From an optimization exercise on the open Yosys and OpenROAD flow, aimed at small area; shortcuts taken in it are not production practice. Only simulation tests tie the RTL to the original design; equivalence was not proved. The clock port is modelled as an ideal driver; clocking choices that lean on that would not hold on a real chip. Power is estimated from default activity; no workload was simulated.

Setup of run a:
Design msrv32_integer_file, start of the top module:
module msrv32_integer_file (
    input ms_riscv32_mp_clk_in,
    input ms_riscv32_mp_rst_in,
    input [4:0] rs1_addr_in,
    input [4:0] rs2_addr_in,
    input [4:0] rd_addr_in,
    input wr_en_in,
    input [31:0] rd_in,
    output [31:0] rs1_out,
    output [31:0] rs2_out
);
    wire clk = ms_riscv32_mp_clk_in;
    wire rst = ms_riscv32_mp_rst_in;
    wire wr_act = wr_en_in & (rd_addr_in != 5'd0);
    wire byp1 = wr_act & (rs1_addr_in == rd_addr_in);
    wire byp2 = wr_act & (rs2_addr_in == rd_addr_in);
    wire [3:0] wlo, r1lo, r2lo;
    wire [7:0] whi, r1hi, r2hi;
    genvar k;
    generate
        for (k = 0; k < 4; k = k + 1) begin : g_lo
            assign wlo[k]  = wr_en_in & (rd_addr_in[1:0] == k);
            assign r1lo[k] = ~byp1 & (rs1_addr_in[1:0] == k);
            assign r2lo[k] = ~byp2 & (rs2_addr_in[1:0] == k);
        end
        for (k = 0; k < 8; k = k + 1) begin : g_hi
            assign whi[k]  = (rd_addr_in[4:2] == k);
            assign r1hi[k] = (rs1_addr_in[4:2] == k);
            assign r2hi[k] = (rs2_addr_in[4:2] == k);
        end
    endgenerate
    reg  [31:1] valid;
    reg  [31:0] q  [1:31];
    wire [31:0] nx [1:31];
    wire [31:0] s1, s2;
    wire [31:0] t  [0:31];
    assign s1[0] = byp1;
    assign s2[0] = byp2;
    assign t[0]  = rd_in;
    genvar i;
    generate
        for (i = 1; i < 32; i = i + 1) begin : g_reg
            wire hit = wlo[i % 4] & whi[i / 4];
            rf_wr u_wr (.we(hit & ~rst), .hold(~hit), .d(rd_in), .q(q[i]), .nx(nx[i]));
            always @(posedge clk)
                q[i] <= nx[i];
            always @(posedge clk or posedge rst)
                if (rst)
                    valid[i] <= 1'b0;
                else if (hit)
                    valid[i] <= 1'b1;
            assign s1[i] = valid[i] & r1lo[i % 4] & r1hi[i / 4];
            assign s2[i] = valid[i] & r2lo[i % 4] & r2hi[i / 4];
            assign t[i]  = q[i];
        end
    endgenerate
    rf_rd u_rd1 (.s(s1), .t0(t[0]), .t1(t[1]), .t2(t[2]), .t3(t[3]), .t4(t[4]), .t5(t[5]), .t6(t[6]), .t7(t[7]),
  ...
Size: ~1000 flip-flops, about 110 I/O pins, about 0.043 mm² of cells after synthesis.
make LEC_CHECK=0 CAP_MARGIN=20 CORE_MARGIN=2 CORE_UTILIZATION=60 CTS_BUF_LIST=sky130_fd_sc_hd__clkbuf_8 CTS_CLUSTER_DIAMETER=60 CTS_CLUSTER_SIZE=16 SLEW_MARGIN=20 SYNTH_HIERARCHICAL=1 finish   # period 8.0 ns
run.sh (not shown) runs the stock make flow with config.mk's settings and CLKGATE_MAP_FILE= SYNTH_SCRIPT=/design/flow/synth_recipe.tcl, a recipe that flattens the netlist after the stock synthesis.
Setup changes, run a to run b
- CTS_CLUSTER_SIZE: 16 -> unset
- CTS_BUF_LIST: sky130_fd_sc_hd__clkbuf_8 -> unset
- CTS_CLUSTER_DIAMETER: 60 -> unset
==> flow/flow/run.sh (new file) <==
#!/bin/bash
# The standard ORFS layout (standard.sh, unchanged synthesis), with changes that only make it
# smaller: plain buf_1 cells as the port buffers, and a clock tree of clkbuf_8 cells without
# dummy loads, whose slowest leaf buffers clkfix.tcl upsizes.
set -euo pipefail
bash standard.sh \
  "BUFFER_PORTS_ARGS=-buffer_cell sky130_fd_sc_hd__buf_1" \
  "CTS_ARGS=-sink_clustering_enable -repair_clock_nets -dont_use_dummy_load -buf_list sky130_fd_sc_hd__clkbuf_8 -sink_clustering_size 16 -sink_clustering_max_diameter 60" \
  "POST_CTS_TCL=$(pwd)/flow/clkfix.tcl" \
  finish > standard_flow.log 2>&1
==> flow/flow/clkfix.tcl (new file) <==
# Upsize clock-tree buffers whose sinks see a slow clock edge.
proc clkfix_pass { thr } {
  estimate_parasitics -placement
  set n 0
  foreach inst [[ord::get_db_block] getInsts] {
    set mname [[$inst getMaster] getName]
    if {![regexp {^sky130_fd_sc_hd__clkbuf_(\d+)$} $mname -> sz]} { continue }
    set onet ""
    foreach it [$inst getITerms] {
      if {[$it isOutputSignal]} { set onet [$it getNet] }
    }
    if {$onet eq "" || [$onet getSigType] ne "CLOCK"} { continue }
    set worst 0
    foreach it [$onet getITerms] {
      if {[$it isInputSignal]} {
        set p [get_pins [[$it getInst] getName]/[[$it getMTerm] getName]]
        set s [get_property $p slew_max]
        if {$s > $worst} { set worst $s }
      }
    }
    if {$worst > $thr} {
      set next [dict get {1 2 2 4 4 8 8 16 16 16} $sz]
      if {$next != $sz} {
        replace_cell [$inst getName] sky130_fd_sc_hd__clkbuf_$next
        incr n
      }
    }
  }
  return $n
}
set thr [expr {[info exists ::env(CLKFIX_SLEW)] ? $::env(CLKFIX_SLEW) : 0.105}]
for {set i 0} {$i < 4} {incr i} {
  set n [clkfix_pass $thr]
  puts "clkfix: pass $i upsized $n clock buffers"
  if {$n == 0} { break }
}
detailed_placement
check_placement -verbose
estimate_parasitics -placement
==> flow/standard.sh (new file) <==
#!/bin/bash
# synth_recipe.tcl (not shown) runs the flow's synth.tcl, then flattens the netlist and writes it again
# the make line also repeats each setting of config.mk as NAME=value (left out here)
make -C /OpenROAD-flow-scripts/flow DESIGN_CONFIG=/design/flow/config.mk WORK_HOME=/design/flow/orfs CLKGATE_MAP_FILE= SYNTH_SCRIPT=/design/flow/synth_recipe.tcl "${@:-finish}"
removed: flow/run.sh
### Flow results
Having completed the whole flow, run b delivered a layout that passed the timing, design-rule and antenna checks. Sort run a and run b by net switching power, descending, and run a comes first. On layout overhead on the synthesized area: run b sits below run a. Of the two candidates, run a has the worse placed wire-length estimate and run b the better one. The power in combinational cells in run b is 0.926 times that in run a. Run b vs. run a: final setup slack of the worst path increased 0.88 ns; time the worst path needs with I/O delays and setup decreased 0.88 ns. Relative to run a, met3 layer usage reported by global route decreased by 3.9 points in run b. Going from run a to run b, maximum cell stage delay along the critical path decreased by 0.51 ns relative to the old numbers, design area decreased by 3.6% relative to the old numbers, critical path depth decreased by 1 relative to the old numbers.

[afterwards: timing with drivers on the ports]
The flow's constraints put no driver on any port. The routed layouts listed below were extracted and timed again, unchanged, in two steps. Step 1: set_driving_cell puts a clkbuf_16 on ms_riscv32_mp_clk_in and a buf_2 on each other input, an assumption about the parent block. Step 2 times the ports against the registers' clock, not the clock port: input delays grow and output delays shrink by t, the midpoint of the rising clock arrivals with the driver on. a / b / c = ideal / step 1 / step 2; a / b = the first two.
run | t, ns | slack for setup (ns) | hold WS [ns] | clock arrival spread, ns
run a | 0.865 | 0.124 / 0.103 / 0.103 | 0.507 / 0.507 / 0.507 | 0.057 / 0.057
run b | 0.691 | 1.006 / 0.978 / 0.978 | 0.504 / 0.504 / 0.504 | 0.049 / 0.050
After both steps setup and hold are still met in every run listed. For run b, which loses most, drivers alone change the setup slack by -0.028 ns; drivers and shift together by -0.028 ns.
